From an optimization exercise on the open Yosys and OpenROAD flow, aimed at small area and a short achievable clock period; shortcuts taken in it are not production practice.
No functional check of the RTL was part of any run shown here.
No activity file was given, so power comes from the tool's default toggle rates.

## flow/design.v (module list and top-level ports; edited modules follow where they fit)
// module Adder32Bit: 5 lines
// module SignExtender: 8 lines
// module fullAdder: 6 lines
// module halfAdder: 6 lines
// module boothSel: 5 lines
// module boothSel0: 5 lines
// module alu_stage: 663 lines
module alu_stage(clk, a, b, imm, alu_src, alu_ctl, result, zero);
  // ...
==> flow/flow/run.sh <==
#!/bin/bash
# Layout flow: the standard flow (the standard.sh), except that
#  - the arithmetic primitive modules (full/half adders, Booth selectors) are
#    synthesized as the library cells given in flow/cells.v (the rest of the
#    design goes through the standard synthesis unchanged), each module kept
#    whole until the final flatten;
#  - ports are buffered with buf_4 cells;
#  - flip-flops driving many pins are upsized before the placement repair.
set -euo pipefail
python3 flow/map.py design.v flow/cells.v design_mapped.v > map.log 2>&1
bash standard.sh VERILOG_FILES="$PWD/design_mapped.v" \
  BUFFER_PORTS_ARGS="-buffer_cell sky130_fd_sc_hd__buf_4" \
  PRE_RESIZE_TCL="$PWD/flow/pre_resize.tcl" finish > standard.log 2>&1
==> flow/flow/cells.v <==
// Cell-level bodies for the design's arithmetic primitive modules. map.py puts
// these in place of the RTL bodies of the modules of the same names.
module fullAdder(cin, x, y, cout, s);
	input cin, x, y;
	output cout, s;
	sky130_fd_sc_hd__fa_1 c(.A(x), .B(y), .CIN(cin), .COUT(cout), .SUM(s));
endmodule
module halfAdder(x, y, cout, s);
	input x, y;
	output cout, s;
	sky130_fd_sc_hd__ha_1 c(.A(x), .B(y), .COUT(cout), .SUM(s));
endmodule
module boothSel(onen, twon, inv, an1, an0, pp);
	input onen, twon, inv, an1, an0;
	output pp;
	wire n;
	sky130_fd_sc_hd__o22ai_1 c0(.A1(onen), .A2(an1), .B1(twon), .B2(an0), .Y(n));
	sky130_fd_sc_hd__xor2_1 c1(.A(n), .B(inv), .X(pp));
endmodule
module boothSel0(onen, inv, an1, pp);
	input onen, inv, an1;
	output pp;
	wire n;
	sky130_fd_sc_hd__nor2_1 c0(.A(onen), .B(an1), .Y(n));
	sky130_fd_sc_hd__xor2_1 c1(.A(n), .B(inv), .X(pp));
endmodule
==> flow/flow/map.py <==
#!/usr/bin/env python3
"""map.py DESIGN CELLS OUT: copy DESIGN to OUT with the body of every module
that CELLS also defines replaced by CELLS's cell-level body."""
import re, sys
design, cells, out = sys.argv[1:4]
mod = re.compile(r'^\s*module\s+(\w+).*?^\s*endmodule\b', re.S | re.M)
repl = {m.group(1): m.group(0) for m in mod.finditer(open(cells).read())}
done = set()
def sub(m):
    name = m.group(1)
    if name in repl:
        done.add(name)
        return repl[name]
    return m.group(0)
text = mod.sub(sub, open(design).read())
missing = set(repl) - done
if missing:
    sys.exit(f"map.py: modules not found in {design}: {sorted(missing)}")
open(out, 'w').write(text)
==> flow/flow/pre_resize.tcl <==
# Before the placement repair: flip-flops whose output drives many pins get
# the library's strongest version of their own cell type.
set n 0
foreach inst [get_cells *] {
  set ref [get_property $inst ref_name]
  if {$ref ne "sky130_fd_sc_hd__dfxtp_1"} { continue }
  set q [get_pins -of_objects $inst -filter "direction == output"]
  set net [get_nets -of_objects $q]
  set fo [llength [get_pins -of_objects $net -filter "direction == input"]]
  if {$fo >= 8} {
    replace_cell $inst sky130_fd_sc_hd__dfxtp_4
    incr n
  }
}
puts "pre_resize: $n flip-flops upsized"
==> flow/standard.sh <==
#!/bin/bash
# synth_recipe.tcl (not shown) runs the flow's synth.tcl, then flattens the netlist and writes it again
# the make line also repeats each setting of config.mk as NAME=value (left out here)
make -C /OpenROAD-flow-scripts/flow DESIGN_CONFIG=/design/flow/config.mk WORK_HOME=/design/flow/orfs CLKGATE_MAP_FILE= SYNTH_SCRIPT=/design/flow/synth_recipe.tcl "${@:-finish}"
==> flow/config.mk <==
export PLATFORM = sky130hd
export DESIGN_NAME = alu_stage
export DESIGN_NICKNAME = alu_stage
export VERILOG_FILES = /design/flow/design.v
export SDC_FILE = /design/flow/constraint.sdc
export NUM_CORES = 4
export LEC_CHECK = 0
export ABC_AREA = 1
export CAP_MARGIN = 20
export CORE_MARGIN = 2
export CORE_UTILIZATION = 40
export SLEW_MARGIN = 70
export SYNTH_HIERARCHICAL = 1
export SYNTH_MINIMUM_KEEP_SIZE = 0
==> flow/constraint.sdc <==
create_clock -name core_clock -period 15.0 [get_ports {clk}]
set_input_delay 3.0000 -clock core_clock [delete_from_list [all_inputs] [get_ports {clk}]]
set_output_delay 3.0000 -clock core_clock [all_outputs]
set_load 0.01 [all_outputs]
==> results_dict.tcl, run 1 <==
set metrics [dict create \
    status "timing/DRC/antenna clean" \
    synth_area_um2 16600 \
    regArea_um2 3180 \
    dr_wl_met2_um 26200 \
    ys_seq_area_frac 0.186 \
    numClockSinks 154 \
    busiest_layer "met2" \
    grt_usage 0.274 \
    whs_endpoint "lo_q[1]" \
    pwr-share-seq 0.194 \
    drt-met1-wl_um 24700 \
    yosys-mux-area-fraction 0 \
    place_congestion 0.995 \
    final_common_cell "xor2_1" \
    syn_inst 1830 \
    cp-start-kind "register" \
    postCtsSetupBuffers 0 \
    syn-num-nets 2205 \
    cpLargestDelayFamily "compound AO/OA/AOI/OAI gates" \
    yosys-top-cells-area "fa_1 27%, dfxtp_1 19%, xor2_1 16%" \
    drtAntennaViolNets 0 \
    drc 0 \
    taps 532 \
    antenna_found_initial 0 \
    finalPower_uw 2980 \
    grt.met1_usage 0.374 \
    synth_largest_area_cell "fa_1" \
    reg2reg_to "lo_q[21]" \
]
==> module alu_stage, before the edit <==
module alu_stage(clk, a, b, imm, alu_src, alu_ctl, result, zero);
	input clk;
	input [31:0] a, b;
	input [9:0] imm;
	input alu_src;
	input [2:0] alu_ctl;
	output [31:0] result;
	output zero;
	wire [31:0] se = {{22{imm[9]}}, imm};
	wire is_add = alu_ctl == 3'b000;
	wire is_sub = alu_ctl == 3'b001;
	wire is_neg = alu_ctl == 3'b010;
	wire is_mul = alu_ctl == 3'b011;
	wire is_and = alu_ctl == 3'b100;
	wire is_or  = alu_ctl == 3'b101;
	wire is_xor = alu_ctl == 3'b110;
	wire is_not = alu_ctl == 3'b111;
	wire [31:0] u = (alu_src & (is_add | is_sub)) ? se : b;
	wire p1 = is_add | is_or, q1 = is_and, r1 = is_xor;
	wire p0 = is_sub, q0 = is_or | is_xor;
	wire [31:0] cr = (u & ({32{p1}} | ({32{q1}} & a) | ({32{r1}} & ~a))) |
		(~u & ({32{p0}} | ({32{q0}} & a)));
	wire [15:0] one, two, inv;
	wire [32:0] bx = {b, 1'b0};
	wire k0 = is_mul ? bx[2] : (is_neg | is_sub);
	genvar i;
	generate
		for (i = 0; i < 16; i = i + 1) begin : enc
			wire b0 = bx[2*i], b1 = bx[2*i+1], b2 = bx[2*i+2];
			if (i == 0) begin : d0
				assign one[i] = is_mul ? (b1 ^ b0) : (is_add | is_sub | is_neg | is_not);
				assign two[i] = is_mul & ((b2 & ~b1 & ~b0) | (~b2 & b1 & b0));
				assign inv[i] = is_mul ? b2 : (is_neg | is_not);
			end else begin : dn
				assign one[i] = is_mul & (b1 ^ b0);
				assign two[i] = is_mul & ((b2 & ~b1 & ~b0) | (~b2 & b1 & b0));
				assign inv[i] = is_mul & b2;
			end
		end
	endgenerate
	reg [31:0] an_q, cr_q;
	reg [15:0] onen_q, twon_q, inv_q;
	reg k0_q;
	always@(posedge clk) begin
		an_q <= ~a;
		cr_q <= cr;
		onen_q <= ~one;
		twon_q <= ~two;
		inv_q <= inv;
		k0_q <= k0;
	end
	wire [31:0] pp0;
	boothSel0 bs0_0(onen_q[0], inv_q[0], an_q[0], pp0[0]);
	boothSel bs0_1(onen_q[0], twon_q[0], inv_q[0], an_q[1], an_q[0], pp0[1]);
	boothSel bs0_2(onen_q[0], twon_q[0], inv_q[0], an_q[2], an_q[1], pp0[2]);
	boothSel bs0_3(onen_q[0], twon_q[0], inv_q[0], an_q[3], an_q[2], pp0[3]);
	boothSel bs0_4(onen_q[0], twon_q[0], inv_q[0], an_q[4], an_q[3], pp0[4]);
	boothSel bs0_5(onen_q[0], twon_q[0], inv_q[0], an_q[5], an_q[4], pp0[5]);
	boothSel bs0_6(onen_q[0], twon_q[0], inv_q[0], an_q[6], an_q[5], pp0[6]);
	boothSel bs0_7(onen_q[0], twon_q[0], inv_q[0], an_q[7], an_q[6], pp0[7]);
	boothSel bs0_8(onen_q[0], twon_q[0], inv_q[0], an_q[8], an_q[7], pp0[8]);
	boothSel bs0_9(onen_q[0], twon_q[0], inv_q[0], an_q[9], an_q[8], pp0[9]);
	boothSel bs0_10(onen_q[0], twon_q[0], inv_q[0], an_q[10], an_q[9], pp0[10]);
	boothSel bs0_11(onen_q[0], twon_q[0], inv_q[0], an_q[11], an_q[10], pp0[11]);
	boothSel bs0_12(onen_q[0], twon_q[0], inv_q[0], an_q[12], an_q[11], pp0[12]);
	boothSel bs0_13(onen_q[0], twon_q[0], inv_q[0], an_q[13], an_q[12], pp0[13]);
	boothSel bs0_14(onen_q[0], twon_q[0], inv_q[0], an_q[14], an_q[13], pp0[14]);
	boothSel bs0_15(onen_q[0], twon_q[0], inv_q[0], an_q[15], an_q[14], pp0[15]);
	boothSel bs0_16(onen_q[0], twon_q[0], inv_q[0], an_q[16], an_q[15], pp0[16]);
	boothSel bs0_17(onen_q[0], twon_q[0], inv_q[0], an_q[17], an_q[16], pp0[17]);
	boothSel bs0_18(onen_q[0], twon_q[0], inv_q[0], an_q[18], an_q[17], pp0[18]);
	boothSel bs0_19(onen_q[0], twon_q[0], inv_q[0], an_q[19], an_q[18], pp0[19]);
	boothSel bs0_20(onen_q[0], twon_q[0], inv_q[0], an_q[20], an_q[19], pp0[20]);
	boothSel bs0_21(onen_q[0], twon_q[0], inv_q[0], an_q[21], an_q[20], pp0[21]);
	boothSel bs0_22(onen_q[0], twon_q[0], inv_q[0], an_q[22], an_q[21], pp0[22]);
	boothSel bs0_23(onen_q[0], twon_q[0], inv_q[0], an_q[23], an_q[22], pp0[23]);
	boothSel bs0_24(onen_q[0], twon_q[0], inv_q[0], an_q[24], an_q[23], pp0[24]);
	boothSel bs0_25(onen_q[0], twon_q[0], inv_q[0], an_q[25], an_q[24], pp0[25]);
	boothSel bs0_26(onen_q[0], twon_q[0], inv_q[0], an_q[26], an_q[25], pp0[26]);
	boothSel bs0_27(onen_q[0], twon_q[0], inv_q[0], an_q[27], an_q[26], pp0[27]);
	boothSel bs0_28(onen_q[0], twon_q[0], inv_q[0], an_q[28], an_q[27], pp0[28]);
	boothSel bs0_29(onen_q[0], twon_q[0], inv_q[0], an_q[29], an_q[28], pp0[29]);
	boothSel bs0_30(onen_q[0], twon_q[0], inv_q[0], an_q[30], an_q[29], pp0[30]);
	boothSel bs0_31(onen_q[0], twon_q[0], inv_q[0], an_q[31], an_q[30], pp0[31]);
	wire [29:0] pp1;
	boothSel0 bs1_0(onen_q[1], inv_q[1], an_q[0], pp1[0]);
	boothSel bs1_1(onen_q[1], twon_q[1], inv_q[1], an_q[1], an_q[0], pp1[1]);
	boothSel bs1_2(onen_q[1], twon_q[1], inv_q[1], an_q[2], an_q[1], pp1[2]);
	boothSel bs1_3(onen_q[1], twon_q[1], inv_q[1], an_q[3], an_q[2], pp1[3]);
	boothSel bs1_4(onen_q[1], twon_q[1], inv_q[1], an_q[4], an_q[3], pp1[4]);
	boothSel bs1_5(onen_q[1], twon_q[1], inv_q[1], an_q[5], an_q[4], pp1[5]);
	boothSel bs1_6(onen_q[1], twon_q[1], inv_q[1], an_q[6], an_q[5], pp1[6]);
	boothSel bs1_7(onen_q[1], twon_q[1], inv_q[1], an_q[7], an_q[6], pp1[7]);
	boothSel bs1_8(onen_q[1], twon_q[1], inv_q[1], an_q[8], an_q[7], pp1[8]);
	boothSel bs1_9(onen_q[1], twon_q[1], inv_q[1], an_q[9], an_q[8], pp1[9]);
	boothSel bs1_10(onen_q[1], twon_q[1], inv_q[1], an_q[10], an_q[9], pp1[10]);
	boothSel bs1_11(onen_q[1], twon_q[1], inv_q[1], an_q[11], an_q[10], pp1[11]);
	boothSel bs1_12(onen_q[1], twon_q[1], inv_q[1], an_q[12], an_q[11], pp1[12]);
	boothSel bs1_13(onen_q[1], twon_q[1], inv_q[1], an_q[13], an_q[12], pp1[13]);
	boothSel bs1_14(onen_q[1], twon_q[1], inv_q[1], an_q[14], an_q[13], pp1[14]);
	boothSel bs1_15(onen_q[1], twon_q[1], inv_q[1], an_q[15], an_q[14], pp1[15]);
	boothSel bs1_16(onen_q[1], twon_q[1], inv_q[1], an_q[16], an_q[15], pp1[16]);
	boothSel bs1_17(onen_q[1], twon_q[1], inv_q[1], an_q[17], an_q[16], pp1[17]);
	boothSel bs1_18(onen_q[1], twon_q[1], inv_q[1], an_q[18], an_q[17], pp1[18]);
	boothSel bs1_19(onen_q[1], twon_q[1], inv_q[1], an_q[19], an_q[18], pp1[19]);
	boothSel bs1_20(onen_q[1], twon_q[1], inv_q[1], an_q[20], an_q[19], pp1[20]);
	boothSel bs1_21(onen_q[1], twon_q[1], inv_q[1], an_q[21], an_q[20], pp1[21]);
	boothSel bs1_22(onen_q[1], twon_q[1], inv_q[1], an_q[22], an_q[21], pp1[22]);
	boothSel bs1_23(onen_q[1], twon_q[1], inv_q[1], an_q[23], an_q[22], pp1[23]);
	boothSel bs1_24(onen_q[1], twon_q[1], inv_q[1], an_q[24], an_q[23], pp1[24]);
	boothSel bs1_25(onen_q[1], twon_q[1], inv_q[1], an_q[25], an_q[24], pp1[25]);
	boothSel bs1_26(onen_q[1], twon_q[1], inv_q[1], an_q[26], an_q[25], pp1[26]);
	boothSel bs1_27(onen_q[1], twon_q[1], inv_q[1], an_q[27], an_q[26], pp1[27]);
	boothSel bs1_28(onen_q[1], twon_q[1], inv_q[1], an_q[28], an_q[27], pp1[28]);
	boothSel bs1_29(onen_q[1], twon_q[1], inv_q[1], an_q[29], an_q[28], pp1[29]);
	wire [27:0] pp2;
	boothSel0 bs2_0(onen_q[2], inv_q[2], an_q[0], pp2[0]);
	boothSel bs2_1(onen_q[2], twon_q[2], inv_q[2], an_q[1], an_q[0], pp2[1]);
	boothSel bs2_2(onen_q[2], twon_q[2], inv_q[2], an_q[2], an_q[1], pp2[2]);
	boothSel bs2_3(onen_q[2], twon_q[2], inv_q[2], an_q[3], an_q[2], pp2[3]);
	boothSel bs2_4(onen_q[2], twon_q[2], inv_q[2], an_q[4], an_q[3], pp2[4]);
	boothSel bs2_5(onen_q[2], twon_q[2], inv_q[2], an_q[5], an_q[4], pp2[5]);
	boothSel bs2_6(onen_q[2], twon_q[2], inv_q[2], an_q[6], an_q[5], pp2[6]);
	boothSel bs2_7(onen_q[2], twon_q[2], inv_q[2], an_q[7], an_q[6], pp2[7]);
	boothSel bs2_8(onen_q[2], twon_q[2], inv_q[2], an_q[8], an_q[7], pp2[8]);
	boothSel bs2_9(onen_q[2], twon_q[2], inv_q[2], an_q[9], an_q[8], pp2[9]);
	boothSel bs2_10(onen_q[2], twon_q[2], inv_q[2], an_q[10], an_q[9], pp2[10]);
	boothSel bs2_11(onen_q[2], twon_q[2], inv_q[2], an_q[11], an_q[10], pp2[11]);
	boothSel bs2_12(onen_q[2], twon_q[2], inv_q[2], an_q[12], an_q[11], pp2[12]);
	boothSel bs2_13(onen_q[2], twon_q[2], inv_q[2], an_q[13], an_q[12], pp2[13]);
	boothSel bs2_14(onen_q[2], twon_q[2], inv_q[2], an_q[14], an_q[13], pp2[14]);
	boothSel bs2_15(onen_q[2], twon_q[2], inv_q[2], an_q[15], an_q[14], pp2[15]);
	boothSel bs2_16(onen_q[2], twon_q[2], inv_q[2], an_q[16], an_q[15], pp2[16]);
	boothSel bs2_17(onen_q[2], twon_q[2], inv_q[2], an_q[17], an_q[16], pp2[17]);
	boothSel bs2_18(onen_q[2], twon_q[2], inv_q[2], an_q[18], an_q[17], pp2[18]);
	boothSel bs2_19(onen_q[2], twon_q[2], inv_q[2], an_q[19], an_q[18], pp2[19]);
	boothSel bs2_20(onen_q[2], twon_q[2], inv_q[2], an_q[20], an_q[19], pp2[20]);
	boothSel bs2_21(onen_q[2], twon_q[2], inv_q[2], an_q[21], an_q[20], pp2[21]);
	boothSel bs2_22(onen_q[2], twon_q[2], inv_q[2], an_q[22], an_q[21], pp2[22]);
	boothSel bs2_23(onen_q[2], twon_q[2], inv_q[2], an_q[23], an_q[22], pp2[23]);
	boothSel bs2_24(onen_q[2], twon_q[2], inv_q[2], an_q[24], an_q[23], pp2[24]);
	boothSel bs2_25(onen_q[2], twon_q[2], inv_q[2], an_q[25], an_q[24], pp2[25]);
	boothSel bs2_26(onen_q[2], twon_q[2], inv_q[2], an_q[26], an_q[25], pp2[26]);
	boothSel bs2_27(onen_q[2], twon_q[2], inv_q[2], an_q[27], an_q[26], pp2[27]);
	wire [25:0] pp3;
	boothSel0 bs3_0(onen_q[3], inv_q[3], an_q[0], pp3[0]);
	boothSel bs3_1(onen_q[3], twon_q[3], inv_q[3], an_q[1], an_q[0], pp3[1]);
	boothSel bs3_2(onen_q[3], twon_q[3], inv_q[3], an_q[2], an_q[1], pp3[2]);
	boothSel bs3_3(onen_q[3], twon_q[3], inv_q[3], an_q[3], an_q[2], pp3[3]);
	boothSel bs3_4(onen_q[3], twon_q[3], inv_q[3], an_q[4], an_q[3], pp3[4]);
	boothSel bs3_5(onen_q[3], twon_q[3], inv_q[3], an_q[5], an_q[4], pp3[5]);
	boothSel bs3_6(onen_q[3], twon_q[3], inv_q[3], an_q[6], an_q[5], pp3[6]);
	boothSel bs3_7(onen_q[3], twon_q[3], inv_q[3], an_q[7], an_q[6], pp3[7]);
	boothSel bs3_8(onen_q[3], twon_q[3], inv_q[3], an_q[8], an_q[7], pp3[8]);
	boothSel bs3_9(onen_q[3], twon_q[3], inv_q[3], an_q[9], an_q[8], pp3[9]);
	boothSel bs3_10(onen_q[3], twon_q[3], inv_q[3], an_q[10], an_q[9], pp3[10]);
	boothSel bs3_11(onen_q[3], twon_q[3], inv_q[3], an_q[11], an_q[10], pp3[11]);
	boothSel bs3_12(onen_q[3], twon_q[3], inv_q[3], an_q[12], an_q[11], pp3[12]);
	boothSel bs3_13(onen_q[3], twon_q[3], inv_q[3], an_q[13], an_q[12], pp3[13]);
	boothSel bs3_14(onen_q[3], twon_q[3], inv_q[3], an_q[14], an_q[13], pp3[14]);
	boothSel bs3_15(onen_q[3], twon_q[3], inv_q[3], an_q[15], an_q[14], pp3[15]);
	boothSel bs3_16(onen_q[3], twon_q[3], inv_q[3], an_q[16], an_q[15], pp3[16]);
	boothSel bs3_17(onen_q[3], twon_q[3], inv_q[3], an_q[17], an_q[16], pp3[17]);
	boothSel bs3_18(onen_q[3], twon_q[3], inv_q[3], an_q[18], an_q[17], pp3[18]);
	boothSel bs3_19(onen_q[3], twon_q[3], inv_q[3], an_q[19], an_q[18], pp3[19]);
	boothSel bs3_20(onen_q[3], twon_q[3], inv_q[3], an_q[20], an_q[19], pp3[20]);
	boothSel bs3_21(onen_q[3], twon_q[3], inv_q[3], an_q[21], an_q[20], pp3[21]);
	boothSel bs3_22(onen_q[3], twon_q[3], inv_q[3], an_q[22], an_q[21], pp3[22]);
	boothSel bs3_23(onen_q[3], twon_q[3], inv_q[3], an_q[23], an_q[22], pp3[23]);
	boothSel bs3_24(onen_q[3], twon_q[3], inv_q[3], an_q[24], an_q[23], pp3[24]);
	boothSel bs3_25(onen_q[3], twon_q[3], inv_q[3], an_q[25], an_q[24], pp3[25]);
	wire [23:0] pp4;
	boothSel0 bs4_0(onen_q[4], inv_q[4], an_q[0], pp4[0]);
	boothSel bs4_1(onen_q[4], twon_q[4], inv_q[4], an_q[1], an_q[0], pp4[1]);
	boothSel bs4_2(onen_q[4], twon_q[4], inv_q[4], an_q[2], an_q[1], pp4[2]);
	boothSel bs4_3(onen_q[4], twon_q[4], inv_q[4], an_q[3], an_q[2], pp4[3]);
	boothSel bs4_4(onen_q[4], twon_q[4], inv_q[4], an_q[4], an_q[3], pp4[4]);
	boothSel bs4_5(onen_q[4], twon_q[4], inv_q[4], an_q[5], an_q[4], pp4[5]);
	boothSel bs4_6(onen_q[4], twon_q[4], inv_q[4], an_q[6], an_q[5], pp4[6]);
	boothSel bs4_7(onen_q[4], twon_q[4], inv_q[4], an_q[7], an_q[6], pp4[7]);
	boothSel bs4_8(onen_q[4], twon_q[4], inv_q[4], an_q[8], an_q[7], pp4[8]);
	boothSel bs4_9(onen_q[4], twon_q[4], inv_q[4], an_q[9], an_q[8], pp4[9]);
	boothSel bs4_10(onen_q[4], twon_q[4], inv_q[4], an_q[10], an_q[9], pp4[10]);
	boothSel bs4_11(onen_q[4], twon_q[4], inv_q[4], an_q[11], an_q[10], pp4[11]);
	boothSel bs4_12(onen_q[4], twon_q[4], inv_q[4], an_q[12], an_q[11], pp4[12]);
	boothSel bs4_13(onen_q[4], twon_q[4], inv_q[4], an_q[13], an_q[12], pp4[13]);
	boothSel bs4_14(onen_q[4], twon_q[4], inv_q[4], an_q[14], an_q[13], pp4[14]);
	boothSel bs4_15(onen_q[4], twon_q[4], inv_q[4], an_q[15], an_q[14], pp4[15]);
	boothSel bs4_16(onen_q[4], twon_q[4], inv_q[4], an_q[16], an_q[15], pp4[16]);
	boothSel bs4_17(onen_q[4], twon_q[4], inv_q[4], an_q[17], an_q[16], pp4[17]);
	boothSel bs4_18(onen_q[4], twon_q[4], inv_q[4], an_q[18], an_q[17], pp4[18]);
	boothSel bs4_19(onen_q[4], twon_q[4], inv_q[4], an_q[19], an_q[18], pp4[19]);
	boothSel bs4_20(onen_q[4], twon_q[4], inv_q[4], an_q[20], an_q[19], pp4[20]);
	boothSel bs4_21(onen_q[4], twon_q[4], inv_q[4], an_q[21], an_q[20], pp4[21]);
	boothSel bs4_22(onen_q[4], twon_q[4], inv_q[4], an_q[22], an_q[21], pp4[22]);
	boothSel bs4_23(onen_q[4], twon_q[4], inv_q[4], an_q[23], an_q[22], pp4[23]);
	wire [21:0] pp5;
	boothSel0 bs5_0(onen_q[5], inv_q[5], an_q[0], pp5[0]);
	boothSel bs5_1(onen_q[5], twon_q[5], inv_q[5], an_q[1], an_q[0], pp5[1]);
	boothSel bs5_2(onen_q[5], twon_q[5], inv_q[5], an_q[2], an_q[1], pp5[2]);
	boothSel bs5_3(onen_q[5], twon_q[5], inv_q[5], an_q[3], an_q[2], pp5[3]);
	boothSel bs5_4(onen_q[5], twon_q[5], inv_q[5], an_q[4], an_q[3], pp5[4]);
	boothSel bs5_5(onen_q[5], twon_q[5], inv_q[5], an_q[5], an_q[4], pp5[5]);
	boothSel bs5_6(onen_q[5], twon_q[5], inv_q[5], an_q[6], an_q[5], pp5[6]);
	boothSel bs5_7(onen_q[5], twon_q[5], inv_q[5], an_q[7], an_q[6], pp5[7]);
	boothSel bs5_8(onen_q[5], twon_q[5], inv_q[5], an_q[8], an_q[7], pp5[8]);
	boothSel bs5_9(onen_q[5], twon_q[5], inv_q[5], an_q[9], an_q[8], pp5[9]);
	boothSel bs5_10(onen_q[5], twon_q[5], inv_q[5], an_q[10], an_q[9], pp5[10]);
	boothSel bs5_11(onen_q[5], twon_q[5], inv_q[5], an_q[11], an_q[10], pp5[11]);
	boothSel bs5_12(onen_q[5], twon_q[5], inv_q[5], an_q[12], an_q[11], pp5[12]);
	boothSel bs5_13(onen_q[5], twon_q[5], inv_q[5], an_q[13], an_q[12], pp5[13]);
	boothSel bs5_14(onen_q[5], twon_q[5], inv_q[5], an_q[14], an_q[13], pp5[14]);
	boothSel bs5_15(onen_q[5], twon_q[5], inv_q[5], an_q[15], an_q[14], pp5[15]);
	boothSel bs5_16(onen_q[5], twon_q[5], inv_q[5], an_q[16], an_q[15], pp5[16]);
	boothSel bs5_17(onen_q[5], twon_q[5], inv_q[5], an_q[17], an_q[16], pp5[17]);
	boothSel bs5_18(onen_q[5], twon_q[5], inv_q[5], an_q[18], an_q[17], pp5[18]);
	boothSel bs5_19(onen_q[5], twon_q[5], inv_q[5], an_q[19], an_q[18], pp5[19]);
	boothSel bs5_20(onen_q[5], twon_q[5], inv_q[5], an_q[20], an_q[19], pp5[20]);
	boothSel bs5_21(onen_q[5], twon_q[5], inv_q[5], an_q[21], an_q[20], pp5[21]);
	wire [19:0] pp6;
	boothSel0 bs6_0(onen_q[6], inv_q[6], an_q[0], pp6[0]);
	boothSel bs6_1(onen_q[6], twon_q[6], inv_q[6], an_q[1], an_q[0], pp6[1]);
	boothSel bs6_2(onen_q[6], twon_q[6], inv_q[6], an_q[2], an_q[1], pp6[2]);
	boothSel bs6_3(onen_q[6], twon_q[6], inv_q[6], an_q[3], an_q[2], pp6[3]);
	boothSel bs6_4(onen_q[6], twon_q[6], inv_q[6], an_q[4], an_q[3], pp6[4]);
	boothSel bs6_5(onen_q[6], twon_q[6], inv_q[6], an_q[5], an_q[4], pp6[5]);
	boothSel bs6_6(onen_q[6], twon_q[6], inv_q[6], an_q[6], an_q[5], pp6[6]);
	boothSel bs6_7(onen_q[6], twon_q[6], inv_q[6], an_q[7], an_q[6], pp6[7]);
	boothSel bs6_8(onen_q[6], twon_q[6], inv_q[6], an_q[8], an_q[7], pp6[8]);
	boothSel bs6_9(onen_q[6], twon_q[6], inv_q[6], an_q[9], an_q[8], pp6[9]);
	boothSel bs6_10(onen_q[6], twon_q[6], inv_q[6], an_q[10], an_q[9], pp6[10]);
	boothSel bs6_11(onen_q[6], twon_q[6], inv_q[6], an_q[11], an_q[10], pp6[11]);
	boothSel bs6_12(onen_q[6], twon_q[6], inv_q[6], an_q[12], an_q[11], pp6[12]);
	boothSel bs6_13(onen_q[6], twon_q[6], inv_q[6], an_q[13], an_q[12], pp6[13]);
	boothSel bs6_14(onen_q[6], twon_q[6], inv_q[6], an_q[14], an_q[13], pp6[14]);
	boothSel bs6_15(onen_q[6], twon_q[6], inv_q[6], an_q[15], an_q[14], pp6[15]);
	boothSel bs6_16(onen_q[6], twon_q[6], inv_q[6], an_q[16], an_q[15], pp6[16]);
	boothSel bs6_17(onen_q[6], twon_q[6], inv_q[6], an_q[17], an_q[16], pp6[17]);
	boothSel bs6_18(onen_q[6], twon_q[6], inv_q[6], an_q[18], an_q[17], pp6[18]);
	boothSel bs6_19(onen_q[6], twon_q[6], inv_q[6], an_q[19], an_q[18], pp6[19]);
	wire [17:0] pp7;
	boothSel0 bs7_0(onen_q[7], inv_q[7], an_q[0], pp7[0]);
	boothSel bs7_1(onen_q[7], twon_q[7], inv_q[7], an_q[1], an_q[0], pp7[1]);
	boothSel bs7_2(onen_q[7], twon_q[7], inv_q[7], an_q[2], an_q[1], pp7[2]);
	boothSel bs7_3(onen_q[7], twon_q[7], inv_q[7], an_q[3], an_q[2], pp7[3]);
	boothSel bs7_4(onen_q[7], twon_q[7], inv_q[7], an_q[4], an_q[3], pp7[4]);
	boothSel bs7_5(onen_q[7], twon_q[7], inv_q[7], an_q[5], an_q[4], pp7[5]);
	boothSel bs7_6(onen_q[7], twon_q[7], inv_q[7], an_q[6], an_q[5], pp7[6]);
	boothSel bs7_7(onen_q[7], twon_q[7], inv_q[7], an_q[7], an_q[6], pp7[7]);
	boothSel bs7_8(onen_q[7], twon_q[7], inv_q[7], an_q[8], an_q[7], pp7[8]);
	boothSel bs7_9(onen_q[7], twon_q[7], inv_q[7], an_q[9], an_q[8], pp7[9]);
	boothSel bs7_10(onen_q[7], twon_q[7], inv_q[7], an_q[10], an_q[9], pp7[10]);
	boothSel bs7_11(onen_q[7], twon_q[7], inv_q[7], an_q[11], an_q[10], pp7[11]);
	boothSel bs7_12(onen_q[7], twon_q[7], inv_q[7], an_q[12], an_q[11], pp7[12]);
	boothSel bs7_13(onen_q[7], twon_q[7], inv_q[7], an_q[13], an_q[12], pp7[13]);
	boothSel bs7_14(onen_q[7], twon_q[7], inv_q[7], an_q[14], an_q[13], pp7[14]);
	boothSel bs7_15(onen_q[7], twon_q[7], inv_q[7], an_q[15], an_q[14], pp7[15]);
	boothSel bs7_16(onen_q[7], twon_q[7], inv_q[7], an_q[16], an_q[15], pp7[16]);
	boothSel bs7_17(onen_q[7], twon_q[7], inv_q[7], an_q[17], an_q[16], pp7[17]);
	wire [15:0] pp8;
	boothSel0 bs8_0(onen_q[8], inv_q[8], an_q[0], pp8[0]);
	boothSel bs8_1(onen_q[8], twon_q[8], inv_q[8], an_q[1], an_q[0], pp8[1]);
	boothSel bs8_2(onen_q[8], twon_q[8], inv_q[8], an_q[2], an_q[1], pp8[2]);
	boothSel bs8_3(onen_q[8], twon_q[8], inv_q[8], an_q[3], an_q[2], pp8[3]);
	boothSel bs8_4(onen_q[8], twon_q[8], inv_q[8], an_q[4], an_q[3], pp8[4]);
	boothSel bs8_5(onen_q[8], twon_q[8], inv_q[8], an_q[5], an_q[4], pp8[5]);
	boothSel bs8_6(onen_q[8], twon_q[8], inv_q[8], an_q[6], an_q[5], pp8[6]);
	boothSel bs8_7(onen_q[8], twon_q[8], inv_q[8], an_q[7], an_q[6], pp8[7]);
	boothSel bs8_8(onen_q[8], twon_q[8], inv_q[8], an_q[8], an_q[7], pp8[8]);
	boothSel bs8_9(onen_q[8], twon_q[8], inv_q[8], an_q[9], an_q[8], pp8[9]);
	boothSel bs8_10(onen_q[8], twon_q[8], inv_q[8], an_q[10], an_q[9], pp8[10]);
	boothSel bs8_11(onen_q[8], twon_q[8], inv_q[8], an_q[11], an_q[10], pp8[11]);
	boothSel bs8_12(onen_q[8], twon_q[8], inv_q[8], an_q[12], an_q[11], pp8[12]);
	boothSel bs8_13(onen_q[8], twon_q[8], inv_q[8], an_q[13], an_q[12], pp8[13]);
	boothSel bs8_14(onen_q[8], twon_q[8], inv_q[8], an_q[14], an_q[13], pp8[14]);
	boothSel bs8_15(onen_q[8], twon_q[8], inv_q[8], an_q[15], an_q[14], pp8[15]);
	wire [13:0] pp9;
	boothSel0 bs9_0(onen_q[9], inv_q[9], an_q[0], pp9[0]);
	boothSel bs9_1(onen_q[9], twon_q[9], inv_q[9], an_q[1], an_q[0], pp9[1]);
	boothSel bs9_2(onen_q[9], twon_q[9], inv_q[9], an_q[2], an_q[1], pp9[2]);
	boothSel bs9_3(onen_q[9], twon_q[9], inv_q[9], an_q[3], an_q[2], pp9[3]);
	boothSel bs9_4(onen_q[9], twon_q[9], inv_q[9], an_q[4], an_q[3], pp9[4]);
	boothSel bs9_5(onen_q[9], twon_q[9], inv_q[9], an_q[5], an_q[4], pp9[5]);
	boothSel bs9_6(onen_q[9], twon_q[9], inv_q[9], an_q[6], an_q[5], pp9[6]);
	boothSel bs9_7(onen_q[9], twon_q[9], inv_q[9], an_q[7], an_q[6], pp9[7]);
	boothSel bs9_8(onen_q[9], twon_q[9], inv_q[9], an_q[8], an_q[7], pp9[8]);
	boothSel bs9_9(onen_q[9], twon_q[9], inv_q[9], an_q[9], an_q[8], pp9[9]);
	boothSel bs9_10(onen_q[9], twon_q[9], inv_q[9], an_q[10], an_q[9], pp9[10]);
	boothSel bs9_11(onen_q[9], twon_q[9], inv_q[9], an_q[11], an_q[10], pp9[11]);
	boothSel bs9_12(onen_q[9], twon_q[9], inv_q[9], an_q[12], an_q[11], pp9[12]);
	boothSel bs9_13(onen_q[9], twon_q[9], inv_q[9], an_q[13], an_q[12], pp9[13]);
	wire [11:0] pp10;
	boothSel0 bs10_0(onen_q[10], inv_q[10], an_q[0], pp10[0]);
	boothSel bs10_1(onen_q[10], twon_q[10], inv_q[10], an_q[1], an_q[0], pp10[1]);
	boothSel bs10_2(onen_q[10], twon_q[10], inv_q[10], an_q[2], an_q[1], pp10[2]);
	boothSel bs10_3(onen_q[10], twon_q[10], inv_q[10], an_q[3], an_q[2], pp10[3]);
	boothSel bs10_4(onen_q[10], twon_q[10], inv_q[10], an_q[4], an_q[3], pp10[4]);
	boothSel bs10_5(onen_q[10], twon_q[10], inv_q[10], an_q[5], an_q[4], pp10[5]);
	boothSel bs10_6(onen_q[10], twon_q[10], inv_q[10], an_q[6], an_q[5], pp10[6]);
	boothSel bs10_7(onen_q[10], twon_q[10], inv_q[10], an_q[7], an_q[6], pp10[7]);
	boothSel bs10_8(onen_q[10], twon_q[10], inv_q[10], an_q[8], an_q[7], pp10[8]);
	boothSel bs10_9(onen_q[10], twon_q[10], inv_q[10], an_q[9], an_q[8], pp10[9]);
	boothSel bs10_10(onen_q[10], twon_q[10], inv_q[10], an_q[10], an_q[9], pp10[10]);
	boothSel bs10_11(onen_q[10], twon_q[10], inv_q[10], an_q[11], an_q[10], pp10[11]);
	wire [9:0] pp11;
	boothSel0 bs11_0(onen_q[11], inv_q[11], an_q[0], pp11[0]);
	boothSel bs11_1(onen_q[11], twon_q[11], inv_q[11], an_q[1], an_q[0], pp11[1]);
	boothSel bs11_2(onen_q[11], twon_q[11], inv_q[11], an_q[2], an_q[1], pp11[2]);
	boothSel bs11_3(onen_q[11], twon_q[11], inv_q[11], an_q[3], an_q[2], pp11[3]);
	boothSel bs11_4(onen_q[11], twon_q[11], inv_q[11], an_q[4], an_q[3], pp11[4]);
	boothSel bs11_5(onen_q[11], twon_q[11], inv_q[11], an_q[5], an_q[4], pp11[5]);
	boothSel bs11_6(onen_q[11], twon_q[11], inv_q[11], an_q[6], an_q[5], pp11[6]);
	boothSel bs11_7(onen_q[11], twon_q[11], inv_q[11], an_q[7], an_q[6], pp11[7]);
	boothSel bs11_8(onen_q[11], twon_q[11], inv_q[11], an_q[8], an_q[7], pp11[8]);
	boothSel bs11_9(onen_q[11], twon_q[11], inv_q[11], an_q[9], an_q[8], pp11[9]);
	wire [7:0] pp12;
	boothSel0 bs12_0(onen_q[12], inv_q[12], an_q[0], pp12[0]);
	boothSel bs12_1(onen_q[12], twon_q[12], inv_q[12], an_q[1], an_q[0], pp12[1]);
	boothSel bs12_2(onen_q[12], twon_q[12], inv_q[12], an_q[2], an_q[1], pp12[2]);
	boothSel bs12_3(onen_q[12], twon_q[12], inv_q[12], an_q[3], an_q[2], pp12[3]);
	boothSel bs12_4(onen_q[12], twon_q[12], inv_q[12], an_q[4], an_q[3], pp12[4]);
	boothSel bs12_5(onen_q[12], twon_q[12], inv_q[12], an_q[5], an_q[4], pp12[5]);
	boothSel bs12_6(onen_q[12], twon_q[12], inv_q[12], an_q[6], an_q[5], pp12[6]);
	boothSel bs12_7(onen_q[12], twon_q[12], inv_q[12], an_q[7], an_q[6], pp12[7]);
	wire [5:0] pp13;
	boothSel0 bs13_0(onen_q[13], inv_q[13], an_q[0], pp13[0]);
	boothSel bs13_1(onen_q[13], twon_q[13], inv_q[13], an_q[1], an_q[0], pp13[1]);
	boothSel bs13_2(onen_q[13], twon_q[13], inv_q[13], an_q[2], an_q[1], pp13[2]);
	boothSel bs13_3(onen_q[13], twon_q[13], inv_q[13], an_q[3], an_q[2], pp13[3]);
	boothSel bs13_4(onen_q[13], twon_q[13], inv_q[13], an_q[4], an_q[3], pp13[4]);
	boothSel bs13_5(onen_q[13], twon_q[13], inv_q[13], an_q[5], an_q[4], pp13[5]);
	wire [3:0] pp14;
	boothSel0 bs14_0(onen_q[14], inv_q[14], an_q[0], pp14[0]);
	boothSel bs14_1(onen_q[14], twon_q[14], inv_q[14], an_q[1], an_q[0], pp14[1]);
	boothSel bs14_2(onen_q[14], twon_q[14], inv_q[14], an_q[2], an_q[1], pp14[2]);
	boothSel bs14_3(onen_q[14], twon_q[14], inv_q[14], an_q[3], an_q[2], pp14[3]);
	wire [1:0] pp15;
	boothSel0 bs15_0(onen_q[15], inv_q[15], an_q[0], pp15[0]);
	boothSel bs15_1(onen_q[15], twon_q[15], inv_q[15], an_q[1], an_q[0], pp15[1]);
	wire s0, t0, s1, t1, s2, t2, s3, t3, s4, t4, s5, t5, s6, t6, s7, t7;
	wire s8, t8, s9, t9, s10, t10, s11, t11, s12, t12, s13, t13, s14, t14, s15, t15;
	wire s16, t16, s17, t17, s18, t18, s19, t19, s20, t20, s21, t21, s22, t22, s23, t23;
	wire s24, t24, s25, s26, s27, s28, s29, s30, t30, s31, t31, s32, t32, s33, t33, s34;
	wire t34, s35, t35, s36, t36, s37, t37, s38, t38, s39, t39, s40, t40, s41, t41, s42;
	wire t42, s43, t43, s44, t44, s45, t45, s46, t46, s47, t47, s48, t48, s49, t49, s50;
	wire t50, s51, t51, s52, t52, s53, t53, s54, t54, s55, t55, s56, t56, s57, t57, s58;
	wire t58, s59, t59, s60, t60, s61, t61, s62, t62, s63, t63, s64, t64, s65, t65, s66;
	wire t66, s67, t67, s68, t68, s69, t69, s70, t70, s71, t71, s72, t72, s73, t73, s74;
	wire t74, s75, t75, s76, t76, s77, t77, s78, t78, s79, t79, s80, t80, s81, t81, s82;
	wire t82, s83, t83, s84, t84, s85, t85, s86, s87, s88, s89, s90, t90, s91, t91, s92;
	wire t92, s93, t93, s94, t94, s95, t95, s96, t96, s97, t97, s98, t98, s99, t99, s100;
	wire t100, s101, t101, s102, t102, s103, t103, s104, t104, s105, t105, s106, t106, s107, t107, s108;
	wire t108, s109, t109, s110, t110, s111, t111, s112, t112, s113, t113, s114, t114, s115, t115, s116;
	wire t116, s117, t117, s118, t118, s119, t119, s120, t120, s121, t121, s122, t122, s123, t123, s124;
	wire t124, s125, t125, s126, t126, s127, t127, s128, t128, s129, t129, s130, t130, s131, t131, s132;
	wire t132, s133, t133, s134, t134, s135, t135, s136, t136, s137, t137, s138, t138, s139, t139, s140;
	wire t140, s141, t141, s142, t142, s143, t143, s144, t144, s145, t145, s146, t146, s147, t147, s148;
	wire t148, s149, t149, s150, t150, s151, t151, s152, t152, s153, s154, s155, s156, t156, s157, t157;
	wire s158, t158, s159, t159, s160, t160, s161, t161, s162, t162, s163, t163, s164, t164, s165, t165;
	wire s166, t166, s167, t167, s168, t168, s169, t169, s170, t170, s171, t171, s172, t172, s173, t173;
	wire s174, t174, s175, t175, s176, t176, s177, t177, s178, t178, s179, t179, s180, t180, s181, t181;
	wire s182, t182, s183, t183, s184, t184, s185, t185, s186, t186, s187, t187, s188, t188, s189, t189;
	wire s190, t190, s191, t191, s192, t192, s193, t193, s194, t194, s195, t195, s196, t196, s197, t197;
	wire s198, t198, s199, t199, s200, t200, s201, t201, s202, t202, s203, t203, s204, t204, s205, t205;
	wire s206, t206, s207, t207, s208, s209, s210, t210, s211, t211, s212, t212, s213, t213, s214, t214;
	wire s215, t215, s216, t216, s217, t217, s218, t218, s219, t219, s220, t220, s221, t221, s222, t222;
	wire s223, t223, s224, t224, s225, t225, s226, t226, s227, t227, s228, t228, s229, t229, s230, t230;
	wire s231, t231, s232, t232, s233, t233, s234, t234, s235, t235, s236, t236, s237, t237, s238, t238;
	wire s239, s240, t240, s241, t241, s242, t242, s243, t243, s244, t244, s245, t245, s246, t246, s247;
	wire t247, s248, t248, s249, t249, s250, t250, s251, t251, s252, t252, s253, t253, s254, t254, s255;
	wire t255, s256, t256, s257, t257, s258, t258, s259, t259, s260, t260, s261, t261, s262, t262, s263;
	wire t263, s264, t264, s265, t265, s266, t266, s267, t267, s268, t268, s269, t269, s270, t270, s271;
	halfAdder ha0(inv_q[11], cr_q[22], t0, s0);
	halfAdder ha1(cr_q[23], pp0[23], t1, s1);
	fullAdder fa2(pp0[24], inv_q[12], cr_q[24], t2, s2);
	halfAdder ha3(pp1[22], pp2[20], t3, s3);
	fullAdder fa4(pp1[23], cr_q[25], pp0[25], t4, s4);
	halfAdder ha5(pp2[21], pp3[19], t5, s5);
	fullAdder fa6(pp0[26], inv_q[13], cr_q[26], t6, s6);
	fullAdder fa7(pp3[20], pp1[24], pp2[22], t7, s7);
	halfAdder ha8(pp4[18], pp5[16], t8, s8);
	fullAdder fa9(pp1[25], cr_q[27], pp0[27], t9, s9);
	fullAdder fa10(pp4[19], pp2[23], pp3[21], t10, s10);
	halfAdder ha11(pp5[17], pp6[15], t11, s11);
	fullAdder fa12(pp0[28], inv_q[14], cr_q[28], t12, s12);
	fullAdder fa13(pp3[22], pp1[26], pp2[24], t13, s13);
	fullAdder fa14(pp6[16], pp4[20], pp5[18], t14, s14);
	halfAdder ha15(pp7[14], pp8[12], t15, s15);
	fullAdder fa16(pp1[27], cr_q[29], pp0[29], t16, s16);
	fullAdder fa17(pp4[21], pp2[25], pp3[23], t17, s17);
	fullAdder fa18(pp7[15], pp5[19], pp6[17], t18, s18);
	halfAdder ha19(pp8[13], pp9[11], t19, s19);
	fullAdder fa20(pp0[30], inv_q[15], cr_q[30], t20, s20);
	fullAdder fa21(pp3[24], pp1[28], pp2[26], t21, s21);
	fullAdder fa22(pp6[18], pp4[22], pp5[20], t22, s22);
	fullAdder fa23(pp9[12], pp7[16], pp8[14], t23, s23);
	halfAdder ha24(pp10[10], pp11[8], t24, s24);
	assign s25 = cr_q[31] ^ pp0[31] ^ pp1[29];
	assign s26 = pp2[27] ^ pp3[25] ^ pp4[23];
	assign s27 = pp5[21] ^ pp6[19] ^ pp7[17];
	assign s28 = pp8[15] ^ pp9[13] ^ pp10[11];
	assign s29 = pp11[9] ^ pp12[7];
	halfAdder ha30(inv_q[7], cr_q[14], t30, s30);
	halfAdder ha31(cr_q[15], pp0[15], t31, s31);
	fullAdder fa32(pp0[16], inv_q[8], cr_q[16], t32, s32);
	halfAdder ha33(pp1[14], pp2[12], t33, s33);
	fullAdder fa34(pp1[15], cr_q[17], pp0[17], t34, s34);
	halfAdder ha35(pp2[13], pp3[11], t35, s35);
	fullAdder fa36(pp0[18], inv_q[9], cr_q[18], t36, s36);
	fullAdder fa37(pp3[12], pp1[16], pp2[14], t37, s37);
	halfAdder ha38(pp4[10], pp5[8], t38, s38);
	fullAdder fa39(pp1[17], cr_q[19], pp0[19], t39, s39);
	fullAdder fa40(pp4[11], pp2[15], pp3[13], t40, s40);
	halfAdder ha41(pp5[9], pp6[7], t41, s41);
	fullAdder fa42(pp0[20], inv_q[10], cr_q[20], t42, s42);
	fullAdder fa43(pp3[14], pp1[18], pp2[16], t43, s43);
	fullAdder fa44(pp6[8], pp4[12], pp5[10], t44, s44);
	halfAdder ha45(pp7[6], pp8[4], t45, s45);
	fullAdder fa46(pp1[19], cr_q[21], pp0[21], t46, s46);
	fullAdder fa47(pp4[13], pp2[17], pp3[15], t47, s47);
	fullAdder fa48(pp7[7], pp5[11], pp6[9], t48, s48);
	halfAdder ha49(pp8[5], pp9[3], t49, s49);
	fullAdder fa50(pp1[20], s0, pp0[22], t50, s50);
	fullAdder fa51(pp4[14], pp2[18], pp3[16], t51, s51);
	fullAdder fa52(pp7[8], pp5[12], pp6[10], t52, s52);
	fullAdder fa53(pp10[2], pp8[6], pp9[4], t53, s53);
	fullAdder fa54(pp2[19], t0, pp1[21], t54, s54);
	fullAdder fa55(pp5[13], pp3[17], pp4[15], t55, s55);
	fullAdder fa56(pp8[7], pp6[11], pp7[9], t56, s56);
	fullAdder fa57(pp11[1], pp9[5], pp10[3], t57, s57);
	fullAdder fa58(pp5[14], pp3[18], pp4[16], t58, s58);
	fullAdder fa59(pp8[8], pp6[12], pp7[10], t59, s59);
	fullAdder fa60(pp11[2], pp9[6], pp10[4], t60, s60);
	fullAdder fa61(s2, pp12[0], t1, t61, s61);
	fullAdder fa62(pp6[13], pp4[17], pp5[15], t62, s62);
	fullAdder fa63(pp9[7], pp7[11], pp8[9], t63, s63);
	fullAdder fa64(pp12[1], pp10[5], pp11[3], t64, s64);
	fullAdder fa65(s4, t2, t3, t65, s65);
	fullAdder fa66(pp8[10], pp6[14], pp7[12], t66, s66);
	fullAdder fa67(pp11[4], pp9[8], pp10[6], t67, s67);
	fullAdder fa68(t4, pp12[2], pp13[0], t68, s68);
	fullAdder fa69(s7, t5, s6, t69, s69);
	fullAdder fa70(pp9[9], pp7[13], pp8[11], t70, s70);
	fullAdder fa71(pp12[3], pp10[7], pp11[5], t71, s71);
	fullAdder fa72(t7, pp13[1], t6, t72, s72);
	fullAdder fa73(s10, t8, s9, t73, s73);
	fullAdder fa74(pp11[6], pp9[10], pp10[8], t74, s74);
	fullAdder fa75(pp14[0], pp12[4], pp13[2], t75, s75);
	fullAdder fa76(t11, t9, t10, t76, s76);
	fullAdder fa77(s14, s12, s13, t77, s77);
	fullAdder fa78(pp12[5], pp10[9], pp11[7], t78, s78);
	fullAdder fa79(t12, pp13[3], pp14[1], t79, s79);
	fullAdder fa80(t15, t13, t14, t80, s80);
	fullAdder fa81(s18, s16, s17, t81, s81);
	fullAdder fa82(pp14[2], pp12[6], pp13[4], t82, s82);
	fullAdder fa83(t17, pp15[0], t16, t83, s83);
	fullAdder fa84(s20, t18, t19, t84, s84);
	fullAdder fa85(s23, s21, s22, t85, s85);
	assign s86 = pp13[5] ^ pp14[3] ^ pp15[1];
	assign s87 = t20 ^ t21 ^ t22;
	assign s88 = t23 ^ t24 ^ s25;
	assign s89 = s26 ^ s27 ^ s28;
	halfAdder ha90(inv_q[4], cr_q[8], t90, s90);
	halfAdder ha91(cr_q[9], pp0[9], t91, s91);
	fullAdder fa92(pp0[10], inv_q[5], cr_q[10], t92, s92);
	halfAdder ha93(pp1[8], pp2[6], t93, s93);
	fullAdder fa94(pp1[9], cr_q[11], pp0[11], t94, s94);
	halfAdder ha95(pp2[7], pp3[5], t95, s95);
	fullAdder fa96(pp0[12], inv_q[6], cr_q[12], t96, s96);
	fullAdder fa97(pp3[6], pp1[10], pp2[8], t97, s97);
	halfAdder ha98(pp4[4], pp5[2], t98, s98);
	fullAdder fa99(pp1[11], cr_q[13], pp0[13], t99, s99);
	fullAdder fa100(pp4[5], pp2[9], pp3[7], t100, s100);
	halfAdder ha101(pp5[3], pp6[1], t101, s101);
	fullAdder fa102(pp1[12], s30, pp0[14], t102, s102);
	fullAdder fa103(pp4[6], pp2[10], pp3[8], t103, s103);
	fullAdder fa104(pp7[0], pp5[4], pp6[2], t104, s104);
	fullAdder fa105(pp2[11], t30, pp1[13], t105, s105);
	fullAdder fa106(pp5[5], pp3[9], pp4[7], t106, s106);
	fullAdder fa107(s31, pp6[3], pp7[1], t107, s107);
	fullAdder fa108(pp5[6], pp3[10], pp4[8], t108, s108);
	fullAdder fa109(pp8[0], pp6[4], pp7[2], t109, s109);
	fullAdder fa110(s33, t31, s32, t110, s110);
	fullAdder fa111(pp6[5], pp4[9], pp5[7], t111, s111);
	fullAdder fa112(t32, pp7[3], pp8[1], t112, s112);
	fullAdder fa113(s35, t33, s34, t113, s113);
	fullAdder fa114(pp8[2], pp6[6], pp7[4], t114, s114);
	fullAdder fa115(t35, pp9[0], t34, t115, s115);
	fullAdder fa116(s38, s36, s37, t116, s116);
	fullAdder fa117(pp9[1], pp7[5], pp8[3], t117, s117);
	fullAdder fa118(t38, t36, t37, t118, s118);
	fullAdder fa119(s41, s39, s40, t119, s119);
	fullAdder fa120(t39, pp9[2], pp10[0], t120, s120);
	fullAdder fa121(s42, t40, t41, t121, s121);
	fullAdder fa122(s45, s43, s44, t122, s122);
	fullAdder fa123(t43, pp10[1], t42, t123, s123);
	fullAdder fa124(s46, t44, t45, t124, s124);
	fullAdder fa125(s49, s47, s48, t125, s125);
	fullAdder fa126(t47, pp11[0], t46, t126, s126);
	fullAdder fa127(s50, t48, t49, t127, s127);
	fullAdder fa128(s53, s51, s52, t128, s128);
	fullAdder fa129(t52, t50, t51, t129, s129);
	fullAdder fa130(s55, t53, s54, t130, s130);
	fullAdder fa131(s1, s56, s57, t131, s131);
	fullAdder fa132(t56, t54, t55, t132, s132);
	fullAdder fa133(s59, t57, s58, t133, s133);
	fullAdder fa134(s61, s60, s3, t134, s134);
	fullAdder fa135(t60, t58, t59, t135, s135);
	fullAdder fa136(s64, s62, s63, t136, s136);
	fullAdder fa137(s65, s5, t61, t137, s137);
	fullAdder fa138(t64, t62, t63, t138, s138);
	fullAdder fa139(s8, s66, s67, t139, s139);
	fullAdder fa140(s69, s68, t65, t140, s140);
	fullAdder fa141(s70, t66, t67, t141, s141);
	fullAdder fa142(t68, s71, s11, t142, s142);
	fullAdder fa143(s73, s72, t69, t143, s143);
	fullAdder fa144(s74, t70, t71, t144, s144);
	fullAdder fa145(t72, s75, s15, t145, s145);
	fullAdder fa146(s77, s76, t73, t146, s146);
	fullAdder fa147(s78, t74, t75, t147, s147);
	fullAdder fa148(s79, s19, t76, t148, s148);
	fullAdder fa149(s81, s80, t77, t149, s149);
	fullAdder fa150(s24, t78, s82, t150, s150);
	fullAdder fa151(s83, t79, t80, t151, s151);
	fullAdder fa152(s85, t81, s84, t152, s152);
	assign s153 = t82 ^ s86 ^ s29;
	assign s154 = t83 ^ s87 ^ t84;
	assign s155 = t85 ^ s88 ^ s89;
	halfAdder ha156(inv_q[2], cr_q[4], t156, s156);
	halfAdder ha157(cr_q[5], pp0[5], t157, s157);
	fullAdder fa158(pp0[6], inv_q[3], cr_q[6], t158, s158);
	halfAdder ha159(pp1[4], pp2[2], t159, s159);
	fullAdder fa160(pp1[5], cr_q[7], pp0[7], t160, s160);
	halfAdder ha161(pp2[3], pp3[1], t161, s161);
	fullAdder fa162(pp1[6], s90, pp0[8], t162, s162);
	fullAdder fa163(pp4[0], pp2[4], pp3[2], t163, s163);
	fullAdder fa164(pp2[5], t90, pp1[7], t164, s164);
	fullAdder fa165(s91, pp3[3], pp4[1], t165, s165);
	fullAdder fa166(pp5[0], pp3[4], pp4[2], t166, s166);
	fullAdder fa167(s93, t91, s92, t167, s167);
	fullAdder fa168(t92, pp4[3], pp5[1], t168, s168);
	fullAdder fa169(s95, t93, s94, t169, s169);
	fullAdder fa170(t95, pp6[0], t94, t170, s170);
	fullAdder fa171(s98, s96, s97, t171, s171);
	fullAdder fa172(t98, t96, t97, t172, s172);
	fullAdder fa173(s101, s99, s100, t173, s173);
	fullAdder fa174(t101, t99, t100, t174, s174);
	fullAdder fa175(s104, s102, s103, t175, s175);
	fullAdder fa176(t104, t102, t103, t176, s176);
	fullAdder fa177(s107, s105, s106, t177, s177);
	fullAdder fa178(s108, t105, t106, t178, s178);
	fullAdder fa179(s110, s109, t107, t179, s179);
	fullAdder fa180(s111, t108, t109, t180, s180);
	fullAdder fa181(s113, s112, t110, t181, s181);
	fullAdder fa182(t112, t111, s114, t182, s182);
	fullAdder fa183(s116, s115, t113, t183, s183);
	fullAdder fa184(t115, t114, s117, t184, s184);
	fullAdder fa185(s119, s118, t116, t185, s185);
	fullAdder fa186(s120, t117, t118, t186, s186);
	fullAdder fa187(s122, t119, s121, t187, s187);
	fullAdder fa188(t121, t120, s123, t188, s188);
	fullAdder fa189(s125, t122, s124, t189, s189);
	fullAdder fa190(t124, t123, s126, t190, s190);
	fullAdder fa191(s128, t125, s127, t191, s191);
	fullAdder fa192(t127, t126, s129, t192, s192);
	fullAdder fa193(s131, t128, s130, t193, s193);
	fullAdder fa194(t130, t129, s132, t194, s194);
	fullAdder fa195(s134, t131, s133, t195, s195);
	fullAdder fa196(t133, t132, s135, t196, s196);
	fullAdder fa197(s137, s136, t134, t197, s197);
	fullAdder fa198(t136, t135, s138, t198, s198);
	fullAdder fa199(s140, s139, t137, t199, s199);
	fullAdder fa200(s141, t138, t139, t200, s200);
	fullAdder fa201(s143, s142, t140, t201, s201);
	fullAdder fa202(t142, t141, s144, t202, s202);
	fullAdder fa203(s146, s145, t143, t203, s203);
	fullAdder fa204(t145, t144, s147, t204, s204);
	fullAdder fa205(s149, t146, s148, t205, s205);
	fullAdder fa206(t148, t147, s150, t206, s206);
	fullAdder fa207(s152, t149, s151, t207, s207);
	assign s208 = t150 ^ s153 ^ t151;
	assign s209 = t152 ^ s154 ^ s155;
	halfAdder ha210(inv_q[1], cr_q[2], t210, s210);
	halfAdder ha211(cr_q[3], pp0[3], t211, s211);
	fullAdder fa212(pp1[2], s156, pp0[4], t212, s212);
	fullAdder fa213(pp2[1], t156, pp1[3], t213, s213);
	fullAdder fa214(s158, pp3[0], t157, t214, s214);
	fullAdder fa215(s160, t158, t159, t215, s215);
	fullAdder fa216(s162, t160, t161, t216, s216);
	fullAdder fa217(s164, t162, t163, t217, s217);
	fullAdder fa218(t165, t164, s166, t218, s218);
	fullAdder fa219(t167, t166, s168, t219, s219);
	fullAdder fa220(t169, t168, s170, t220, s220);
	fullAdder fa221(t171, t170, s172, t221, s221);
	fullAdder fa222(t173, t172, s174, t222, s222);
	fullAdder fa223(t175, t174, s176, t223, s223);
	fullAdder fa224(t177, t176, s178, t224, s224);
	fullAdder fa225(t179, t178, s180, t225, s225);
	fullAdder fa226(t181, t180, s182, t226, s226);
	fullAdder fa227(t183, t182, s184, t227, s227);
	fullAdder fa228(s186, t184, t185, t228, s228);
	fullAdder fa229(s188, t186, t187, t229, s229);
	fullAdder fa230(s190, t188, t189, t230, s230);
	fullAdder fa231(s192, t190, t191, t231, s231);
	fullAdder fa232(s194, t192, t193, t232, s232);
	fullAdder fa233(t195, t194, s196, t233, s233);
	fullAdder fa234(t197, t196, s198, t234, s234);
	fullAdder fa235(t199, t198, s200, t235, s235);
	fullAdder fa236(t201, t200, s202, t236, s236);
	fullAdder fa237(t203, t202, s204, t237, s237);
	fullAdder fa238(t205, t204, s206, t238, s238);
	assign s239 = t206 ^ s208 ^ t207;
	halfAdder ha240(k0_q, cr_q[0], t240, s240);
	halfAdder ha241(cr_q[1], pp0[1], t241, s241);
	fullAdder fa242(pp1[0], s210, pp0[2], t242, s242);
	fullAdder fa243(s211, t210, pp1[1], t243, s243);
	fullAdder fa244(s212, pp2[0], t211, t244, s244);
	fullAdder fa245(s157, t212, s213, t245, s245);
	fullAdder fa246(s214, t213, s159, t246, s246);
	fullAdder fa247(s215, s161, t214, t247, s247);
	fullAdder fa248(s216, s163, t215, t248, s248);
	fullAdder fa249(s165, t216, s217, t249, s249);
	fullAdder fa250(s218, t217, s167, t250, s250);
	fullAdder fa251(s219, s169, t218, t251, s251);
	fullAdder fa252(s220, s171, t219, t252, s252);
	fullAdder fa253(s221, s173, t220, t253, s253);
	fullAdder fa254(s222, s175, t221, t254, s254);
	fullAdder fa255(s177, t222, s223, t255, s255);
	fullAdder fa256(s224, t223, s179, t256, s256);
	fullAdder fa257(s225, s181, t224, t257, s257);
	fullAdder fa258(s226, s183, t225, t258, s258);
	fullAdder fa259(s227, s185, t226, t259, s259);
	fullAdder fa260(s228, s187, t227, t260, s260);
	fullAdder fa261(s229, s189, t228, t261, s261);
	fullAdder fa262(s230, s191, t229, t262, s262);
	fullAdder fa263(s231, s193, t230, t263, s263);
	fullAdder fa264(s195, t231, s232, t264, s264);
	fullAdder fa265(s233, t232, s197, t265, s265);
	fullAdder fa266(s234, s199, t233, t266, s266);
	fullAdder fa267(s235, s201, t234, t267, s267);
	fullAdder fa268(s236, s203, t235, t268, s268);
	fullAdder fa269(s237, s205, t236, t269, s269);
	fullAdder fa270(s238, s207, t237, t270, s270);
	assign s271 = s209 ^ t238 ^ s239;
	wire [31:0] x = {t270, t269, t268, t267, t266, t265, t264, t263, t262, t261, t260, t259, t258, t257, t256, t255, t254, t253, t252, t251, t250, t249, t248, t247, t246, t245, t244, t243, t242, t241, t240, s240};
	wire [31:0] y = {s271, s270, s269, s268, s267, s266, s265, s264, s263, s262, s261, s260, s259, s258, s257, s256, s255, s254, s253, s252, s251, s250, s249, s248, s247, s246, s245, s244, s243, s242, s241, pp0[0]};
	wire [24:0] lo = x[23:0] + y[23:0];
	reg [23:0] lo_q;
	reg c_q;
	reg [7:0] xh_q, yh_q;
	always@(posedge clk) begin
		lo_q <= lo[23:0];
		c_q <= lo[24];
		xh_q <= x[31:24];
		yh_q <= y[31:24];
	end
	wire [8:0] hs = {xh_q, 1'b1} + {yh_q, c_q};
	wire [7:0] hi = hs[8:1];
	assign result = {hi, lo_q};
	wire [7:0] hx = xh_q ^ yh_q;
	wire [7:0] hc = {xh_q[6:0] | yh_q[6:0], c_q};
	assign zero = (lo_q == 24'b0) & (hx == hc);
endmodule
==> run 2: changes to the inputs <==
--- a/flow/design.v
+++ b/flow/design.v
@@ -679,20 +679,20 @@
 	assign s271 = s209 ^ t238 ^ s239;
 	wire [31:0] x = {t270, t269, t268, t267, t266, t265, t264, t263, t262, t261, t260, t259, t258, t257, t256, t255, t254, t253, t252, t251, t250, t249, t248, t247, t246, t245, t244, t243, t242, t241, t240, s240};
 	wire [31:0] y = {s271, s270, s269, s268, s267, s266, s265, s264, s263, s262, s261, s260, s259, s258, s257, s256, s255, s254, s253, s252, s251, s250, s249, s248, s247, s246, s245, s244, s243, s242, s241, pp0[0]};
-	wire [24:0] lo = x[23:0] + y[23:0];
-	reg [23:0] lo_q;
+	wire [26:0] lo = x[25:0] + y[25:0];
+	reg [25:0] lo_q;
 	reg c_q;
-	reg [7:0] xh_q, yh_q;
+	reg [5:0] xh_q, yh_q;
 	always@(posedge clk) begin
-		lo_q <= lo[23:0];
-		c_q <= lo[24];
-		xh_q <= x[31:24];
-		yh_q <= y[31:24];
+		lo_q <= lo[25:0];
+		c_q <= lo[26];
+		xh_q <= x[31:26];
+		yh_q <= y[31:26];
 	end
-	wire [8:0] hs = {xh_q, 1'b1} + {yh_q, c_q};
-	wire [7:0] hi = hs[8:1];
+	wire [6:0] hs = {xh_q, 1'b1} + {yh_q, c_q};
+	wire [5:0] hi = hs[6:1];
 	assign result = {hi, lo_q};
-	wire [7:0] hx = xh_q ^ yh_q;
-	wire [7:0] hc = {xh_q[6:0] | yh_q[6:0], c_q};
-	assign zero = (lo_q == 24'b0) & (hx == hc);
+	wire [5:0] hx = xh_q ^ yh_q;
+	wire [5:0] hc = {xh_q[4:0] | yh_q[4:0], c_q};
+	assign zero = (lo_q == 26'b0) & (hx == hc);
 endmodule
==> run 2 against run 1 <==
Sequential power decreased by 2%. Clock power is 4.9% lower. Clock-buffer cell count rose by 2. Utilization increased by 0.090 points. Power up 3.8%. Largest power group unchanged. Critical path depth rose by 1. Flip-flop and latch count shrank 2. Combinational power rose by 7%. Global-route usage fell by 0.21 points. Critical path type unchanged.
==> results_dict.tcl, run 2 <==
set metrics [dict create \
    clk_path_buf_depth 2 \
    grt_pass1_vias 15540 \
    synth_largest_area_cell "fa_1" \
    worstSetupPathType "reg2out" \
    first_pass_iters 5 \
    dp_hpwl_um 41100 \
    cts_buffers 17 \
    ys_seq_area_frac 0.184 \
    layout-drive-gt1-share 0.118 \
    yosysWarnings 7 \
    postCtsSetupBuffers 0 \
    p_leak_uw 0.00996 \
    pwr-share-clk 0.137 \
    detail_route.wl_per_cell_um 22.7 \
    synth.most_common_cell "xor2_1" \
    antenna_found_initial 0 \
    rows 74 \
    cts_tree "done" \
    period_minus_slack_ns 5.31 \
    place_congestion 0.874 \
    die_h_um 207 \
    port_buffers 111 \
    vias 14950 \
    tns_ns 0 \
    initial_core_util 0.405 \
    crit_top_cell "nor2_1" \
    slowest_delay_ns 0.48 \
    status "timing/DRC/antenna clean" \
    hold_buffers 0 \
    switchingPower_uw 1520 \
    rsz0062_at_grt "false" \
    fmax_mhz 188 \
    critPathRequiredTime_ns 12.00 \
    path_depth 8 \
    via_per_inst 5.86 \
    dp_slack_ns 9.89 \
    syn_inst 1860 \
    setup_violations 0 \
    n_antenna_cell 0 \
    htree_num_levels 4 \
    synth.ff_latch_count 152 \
    critPathSlowestCell "fa_1" \
    pwr-share-seq 0.184 \
    synth_area_um2 16500 \
    post_dp_cell_area_um2 18500 \
    final_cell_mix "297 x xor2_1, 256 x o22ai_1, 249 x nand2_1, 227 x fa_1, 140 x buf_4" \
    clockRootBuffer "clkbuf_16" \
    yosysUniqueCellTypes 40 \
    synth-main-ff-cell "dfxtp_1" \
    hold_class "reg2reg" \
    cp-start-kind "register" \
    drc 0 \
    internal_power_uw 1570 \
    vdd_drop_max_mv 0.0853 \
    grt_max_degree 38 \
    drtAntennaViolNets 0 \
    yosys-top-cells-area "fa_1 28%, dfxtp_1 18%, xor2_1 16%" \
    cp_max_fo 2 \
    final_hold_viol_count 0 \
    reg2reg_depth 14 \
    numClockSinks 152 \
    final_common_cell "xor2_1" \
    syn-num-nets 2233 \
    clock_latency_ns 0.47 \
    grt_usage 0.272 \
    cpLargestDelayFamily "compound AO/OA/AOI/OAI gates" \
    first_iter_violations 1471 \
    min_path_cells 2 \
    fin_hold_ws_ns 0.794 \
    dieArea_um2 43000 \
    slew_violations 0 \
]
## run 2: cell types whose count changed in the layout (fill, tap and decap cells not counted), moves of 4 or more
cell	change
o21ai_1	-10
nand3_1	+8
buf_4	-7
o21ai_0	+14
xor2_1	-4
nand2_1	+25
nor2_1	+4
dfxtp_1	-7
dfxtp_4	+4
a21oi_1	+5
## run 2: per-layer routing
metal | up-vias | GRT usage | routed length, µm
met5 | - | 0 | 0
met4 | 0 | 0.106 | 1950
met3 | 148 | 0.0713 | 5650
met2 | 809 | 0.425 | 26000
met1 | 7270 | 0.359 | 24200
li1 | 6723 | - | -
## run 2: power groups by stage
stage,Sequential [µW],Combinational [µW],Clock [µW]
after floorplan,591,1410,0
after global placement,579,2080,0
after detailed placement,578,2110,0
after CTS,569,2120,429
after global routing,576,2380,448
final,569,2100,424
## run 2: final cells by class
type                       count  area (µm²)
timing repair buffer         157        1310
inverter                     135         518
sequential                   152        3150
fill                        3906       21800
clock inverter                 9        67.6
tap                          532         666
clock buffer                  22         485
multi-input combinational   1545       12900
## run 2: worst reg2reg max path, delay by kind of cell (launching register included)
family	cells	cell delay [ns]
adders and majority gates	7	3.23
xor gates and xnor gates	1	0.20
DFF	1	0.32
AOI/OAI and AO/OA	2	0.50
and+or+nand+nor	3	0.35
buffers and inverters	1	0.30
## run 2: final timing paths
check,to,slack (ns),from
worst min-delay path,lo_q[0],0.79,cr_q[0]
worst max register to register,c_q,9.99,twon_q[0]
worst min register to register,lo_q[0],0.79,cr_q[0]
worst max-delay path,result[31],9.69,c_q
## run 2: per-module statistics from Yosys, one instance, submodules excluded
| module | cells | copies in the design | cell area, µm² |
|---|---|---|---|
| alu_stage | 1060 | 1 | 7590 |
| fullAdder | 1 | 225 | 20.0 |
| boothSel | 2 | 256 | 15.0 |
| boothSel0 | 2 | 16 | 12.5 |
| halfAdder | 1 | 31 | 12.5 |
## run 2: logic make-up after synthesis
group,synth area share
AOI/OAI and AO/OA,0.169
xor gates and xnor gates,0.165
adders and majority gates,0.326
buffers and inverters,0.0393
DFF,0.184
and+or+nand+nor,0.117
## run 2: through the flow
| stage | std cells | utilization | power, µW |
|---|---|---|---|
| after detailed placement | 2521 | 0.453 | 2690 |
| final | 2552 | 0.467 | 3090 |
| after global routing | 2552 | 0.467 | 3410 |
| after floorplan | 1860 | - | 2000 |
| after global placement | 2515 | 0.446 | 2660 |
| after CTS | 2552 | 0.466 | 3110 |

-- static timing again, ports no longer ideal --
No port has a modelled driver above. Below, the same layouts with a new extraction and two added sets of constraints.
Step 1 (the two cells are an assumption about what drives the block):
set clk [get_ports {clk}]
set_driving_cell -lib_cell sky130_fd_sc_hd__clkbuf_16 $clk
set_driving_cell -lib_cell sky130_fd_sc_hd__buf_2 [delete_from_list [all_inputs] $clk]
Step 2 also shifts input and output timing later by t, the mid clock arrival at the registers, as if the neighbouring blocks saw the same clock.
a / b / c = no drivers / after step 1 / after step 2; a / b = the first two.
run | shift t [ns] | setup slack, ns | cell pins on the clock port's net
run 1 | 0.504 | 9.898 / 9.846 / 10.149 | 1
run 2 | 0.507 | 9.691 / 9.641 / 9.988 | 1
After both steps setup and hold are still met in every run listed.
